From an optimization exercise on the open Yosys and OpenROAD flow, aimed at small area; shortcuts taken in it are not production practice.
Function was checked by simulation only, so behaviour that the tests miss may differ from the original.
Power figures rest on the tool's default switching activity, not on a simulated workload. The flow treats the clock pin as an ideal source, which a real chip does not have.

== red ==
// reg_file
module reg_file (
rst_n,
clk,
debug_in,
debug_out,
ram_addr,
ram_we,
ram_datain,
ram_enable,
ram_dataout
);
export LEC_CHECK = 0
export CAP_MARGIN = 20
export CORE_MARGIN = 2
export CORE_UTILIZATION = 60
export SLEW_MARGIN = 20
create_clock -name core_clock -period 5.0 [get_ports {clk}]
standard.sh (not shown) runs the stock make flow with config.mk's settings and CLKGATE_MAP_FILE= SYNTH_SCRIPT=/design/flow/synth_recipe.tcl, a recipe that flattens the netlist after the stock synthesis.
==> flow/flow/run.sh <==
#!/bin/bash
# The standard layout (standard.sh) with these changes:
#  - synthesis: the standard script, but abc uses an area-oriented ABC script
#    (flow/abc_area.script); registers are mapped exactly as in the standard run
#  - port buffers use the smallest buffer cell (buf_1)
#  - CTS clusters up to 20 sinks within 60 um per clkbuf_8 leaf buffer and inserts no dummy loads
set -euo pipefail
here=$(pwd)
export MY_ABC_SCRIPT=$here/flow/abc_area.script
bash standard.sh \
  "SYNTH_SCRIPT=$here/flow/synth.tcl" \
  "BUFFER_PORTS_ARGS=-buffer_cell sky130_fd_sc_hd__buf_1" \
  "CTS_ARGS=-sink_clustering_enable -repair_clock_nets -dont_use_dummy_load -sink_clustering_size 20 -sink_clustering_max_diameter 60 -buf_list sky130_fd_sc_hd__clkbuf_8" \
  finish > flow_make.log 2>&1
==> flow/flow/abc_area.script <==
strash
&get -n
&st
&dch -f
&nf -p -R 1000
&put
==> flow/flow/synth.tcl <==
# synth_recipe.tcl (the standard synthesis) with one change: abc maps the
# logic with the ABC script in $::env(MY_ABC_SCRIPT). Registers are mapped
# by dfflibmap before abc, exactly as in the standard synthesis.
proc synth {args} { yosys synth -nofsm -noshare {*}$args }
proc abc {args} {
  set i [lsearch -exact $args -script]
  if { $i >= 0 } {
    set args [lreplace $args [expr {$i+1}] [expr {$i+1}] $::env(MY_ABC_SCRIPT)]
  }
  yosys abc {*}$args
}
source $::env(SCRIPTS_DIR)/synth.tcl
# left out here: clear keep_hierarchy, flatten, clean up, hide names made inside functions, write 1_2_yosys.v
Having completed the whole flow, red delivered a layout that passed the timing, design-rule and antenna checks.
diff inputs: red => blue
==> flow/flow/run.sh <==
#!/bin/bash
# The standard layout (standard.sh) with these changes:
#  - synthesis: the standard script, but abc uses an area-oriented ABC script
#    (flow/abc_area.script); registers are mapped exactly as in the standard run
#  - port buffers use the smallest buffer cell (buf_1)
#  - CTS clusters up to 30 sinks per leaf buffer and inserts no dummy loads
set -euo pipefail
here=$(pwd)
export MY_ABC_SCRIPT=$here/flow/abc_area.script
bash standard.sh \
  "SYNTH_SCRIPT=$here/flow/synth.tcl" \
  "BUFFER_PORTS_ARGS=-buffer_cell sky130_fd_sc_hd__buf_1" \
  "CTS_ARGS=-sink_clustering_enable -repair_clock_nets -dont_use_dummy_load -sink_clustering_size 30 -sink_clustering_max_diameter 200" \
  finish > flow_make.log 2>&1
Notes after the runs:
- Changes observed in blue relative to red: switching power of the nets shrank by about 0.9%, first-iteration DRC count increased by 96 relative to the old numbers, final cell utilization of the core moved up, number of filler instances in the final layout fell 1.4%.
- Between blue and red, it is blue whose cell area is higher, by about 0.4%.
- Fraction of area in registers: blue and red compared, higher one is red


reg_file, a different RTL version from the one above (not shown whole).
For scale: about 1,100 cells after synthesis, roughly 0.021 mm2 of cells after synthesis.
==> flow/config.mk <==
export PLATFORM = sky130hd
export DESIGN_NAME = reg_file
export DESIGN_NICKNAME = reg_file
export VERILOG_FILES = /design/flow/design.v
export SDC_FILE = /design/flow/constraint.sdc
export NUM_CORES = 4
export LEC_CHECK = 0
export CAP_MARGIN = 20
export CORE_MARGIN = 2
export CORE_UTILIZATION = 60
export SLEW_MARGIN = 20
==> flow/constraint.sdc <==
create_clock -name core_clock -period 5.0 [get_ports {clk}]
set_input_delay 1.0000 -clock core_clock [delete_from_list [all_inputs] [get_ports {clk}]]
set_output_delay 1.0000 -clock core_clock [all_outputs]
set_load 0.01 [all_outputs]
==> flow/flow/run.sh <==
#!/bin/bash
# The standard layout (standard.sh) with these changes:
#  - synthesis: the standard script, but abc uses an area-oriented ABC script
#    (flow/abc_area.script); registers are mapped exactly as in the standard run
#  - port buffers use the smallest buffer cell (buf_1)
#  - after global placement, flow/fixbuf.tcl replaces the buffer trees that
#    placement's repair built on the high-fanout nets with one buf_2 per net
#    (the rest of the flow, including repair_design, then runs as standard)
#  - CTS clusters up to 20 sinks within 60 um per clkbuf_8 leaf buffer and
#    inserts no dummy loads
set -euo pipefail
here=$(pwd)
export MY_ABC_SCRIPT=$here/flow/abc_area.script
args=(
  "SYNTH_SCRIPT=$here/flow/synth.tcl"
  "BUFFER_PORTS_ARGS=-buffer_cell sky130_fd_sc_hd__buf_1"
  "CTS_ARGS=-sink_clustering_enable -repair_clock_nets -dont_use_dummy_load -sink_clustering_size 20 -sink_clustering_max_diameter 60 -buf_list sky130_fd_sc_hd__clkbuf_8"
)
res=$here/orfs/results/$FLOW_PLATFORM/reg_file/base
bash standard.sh "${args[@]}" "$res/3_3_place_gp.odb" > flow_make_place.log 2>&1
LIB=$FLOW_HOME/platforms/$FLOW_PLATFORM/lib/sky130_fd_sc_hd__tt_025C_1v80.lib \
PLATFORM_DIR=$FLOW_HOME/platforms/$FLOW_PLATFORM \
FIX_ODB=$res/3_3_place_gp.odb FIX_SDC=$res/2_floorplan.sdc \
MIN_FANOUT=16 BUF_CELL=sky130_fd_sc_hd__buf_2 \
  openroad -no_init -exit flow/fixbuf.tcl > fixbuf.log 2>&1
bash standard.sh "${args[@]}" finish > flow_make.log 2>&1
==> flow/flow/fixbuf.tcl <==
# Replace the buffer trees that global placement's repair_design built on
# high-fanout nets by a single buffer per net, placed at the centroid of
# the net's loads, and return the net's driver to its smallest size.
# In: $::env(FIX_ODB) (3_3_place_gp.odb), written back in place.
read_liberty $::env(LIB)
read_db $::env(FIX_ODB)
read_sdc $::env(FIX_SDC)
source $::env(PLATFORM_DIR)/setRC.tcl
set db [ord::get_db]
set block [ord::get_db_block]
proc area {} { set a 0; foreach i [[ord::get_db_block] getInsts] { set m [$i getMaster]; if {![string match "*tap*" [$m getName]]} { set a [expr {$a + [$m getWidth]*[$m getHeight]/1e6}] } }; return $a }
puts "area before: [area]"
# 1. remove the buffers placement repair inserted (named place*)
set nrm 0
foreach inst [$block getInsts] {
  if {![string match "place*" [$inst getName]]} { continue }
  if {![regexp {__(buf|clkbuf)_[0-9]+$} [[$inst getMaster] getName]]} { continue }
  set in ""; set out ""
  foreach it [$inst getITerms] {
    if {[$it isInputSignal]} { set in [$it getNet] }
    if {[$it isOutputSignal]} { set out [$it getNet] }
  }
  if {$in == "" || $out == "" || [llength [$out getBTerms]] > 0} { continue }
  foreach it [$out getITerms] {
    if {[$it getInst] == $inst} { continue }
    $it disconnect
    $it connect $in
  }
  odb::dbInst_destroy $inst
  odb::dbNet_destroy $out
  incr nrm
}
puts "removed $nrm buffers; area [area]"
# 2. one buffer per high-fanout signal net, and the driver back to size 1
set nb 0
foreach net [$block getNets] {
  if {[$net getSigType] != "SIGNAL"} { continue }
  set its [$net getITerms]
  set isclk 0
  foreach it $its { if {[[$it getMTerm] getName] == "CLK"} { set isclk 1 } }
  if {$isclk} { continue }
  set nl 0; set sx 0.0; set sy 0.0; set drv ""
  foreach it $its {
    if {[$it isInputSignal]} {
      incr nl
      set bb [[$it getInst] getBBox]
      set sx [expr {$sx + [$bb xMin]}]; set sy [expr {$sy + [$bb yMin]}]
    } elseif {[$it isOutputSignal]} { set drv [$it getInst] }
  }
  if {$nl < $::env(MIN_FANOUT)} { continue }
  set x [expr {$sx / $nl / 1000.0}]; set y [expr {$sy / $nl / 1000.0}]
  insert_buffer -buffer_cell $::env(BUF_CELL) -net [sta::find_net [$net getName]] -location [list $x $y]
  incr nb
  if {$drv != ""} {
    set m [[$drv getMaster] getName]
    if {[regexp {^(sky130_fd_sc_hd__[a-z0-9]+)_([0-9]+)$} $m -> base sz] && $sz > 1 && ![string match "*df*" $m] && ![string match "*buf*" $m]} {
      set small [$db findMaster ${base}_1]
      if {$small != "NULL"} { $drv swapMaster $small; puts "downsize [$drv getName] $m -> ${base}_1" }
    }
  }
}
puts "inserted $nb buffers; area [area]"
estimate_parasitics -placement
report_check_types -max_slew -max_capacitance -violators -format end
write_db $::env(FIX_ODB)
Scripts as last shown in full above: flow/flow/synth.tcl
Other scripts of this flow, unchanged in this note and not shown: flow/flow/abc_area.script
Edit:
--- a/flow/flow/run.sh
+++ b/flow/flow/run.sh
@@ -5,5 +5,5 @@
 #  - port buffers use the smallest buffer cell (buf_1)
 #  - after global placement, flow/fixbuf.tcl replaces the buffer trees that
-#    placement's repair built on the high-fanout nets with one buf_2 per net
+#    placement's repair built on the high-fanout nets with one buf_4 per net
 #    (the rest of the flow, including repair_design, then runs as standard)
 #  - CTS clusters up to 20 sinks within 60 um per clkbuf_8 leaf buffer and
@@ -22,5 +22,5 @@
 PLATFORM_DIR=$FLOW_HOME/platforms/$FLOW_PLATFORM \
 FIX_ODB=$res/3_3_place_gp.odb FIX_SDC=$res/2_floorplan.sdc \
-MIN_FANOUT=16 BUF_CELL=sky130_fd_sc_hd__buf_2 \
+MIN_FANOUT=16 BUF_CELL=sky130_fd_sc_hd__buf_4 \
   openroad -no_init -exit flow/fixbuf.tcl > fixbuf.log 2>&1
 bash standard.sh "${args[@]}" finish > flow_make.log 2>&1
Outcome:
- The changed run produced a clean layout
- critical path depth does not change
- sequential cell count is unchanged
- worst setup slack gains 0.78 ns
- sequential power is about the same

## static timing again, ports no longer ideal
The results above use ideal ports. As a check the final layouts listed here were re-extracted and re-timed, cells and wires unchanged. Step 1, drivers: a clkbuf_16 drives clk and a buf_2 each remaining input, both assumed. Step 2 adds t to the input delays and takes it off the output delays; t is the mean of the earliest and latest rising clock arrival at the registers after step 1. Input paths then give back, and output paths get back, about the clock's delay inside the block. Three values: ideal, step 1, step 2; two values: the first two.
| run | t (ns) | setup WS [ns] | worst slew at a driven data input, ns |
|---|---|---|---|
| red | 0.685 | 1.499 / 1.507 / 0.821 | 0.11 |
| blue | 0.663 | 1.433 / 1.465 / 0.802 | 0.11 |
| the first run of note 2 | 0.655 | 0.778 / 0.719 / 0.064 | 0.14 |
| the second run of note 2 | 0.674 | 1.557 / 1.505 / 0.831 | 0.16 |
After both steps every run listed still meets setup and hold. For the second run of note 2, which loses most, drivers alone change the setup slack by -0.052 ns; drivers and shift together by -0.726 ns.
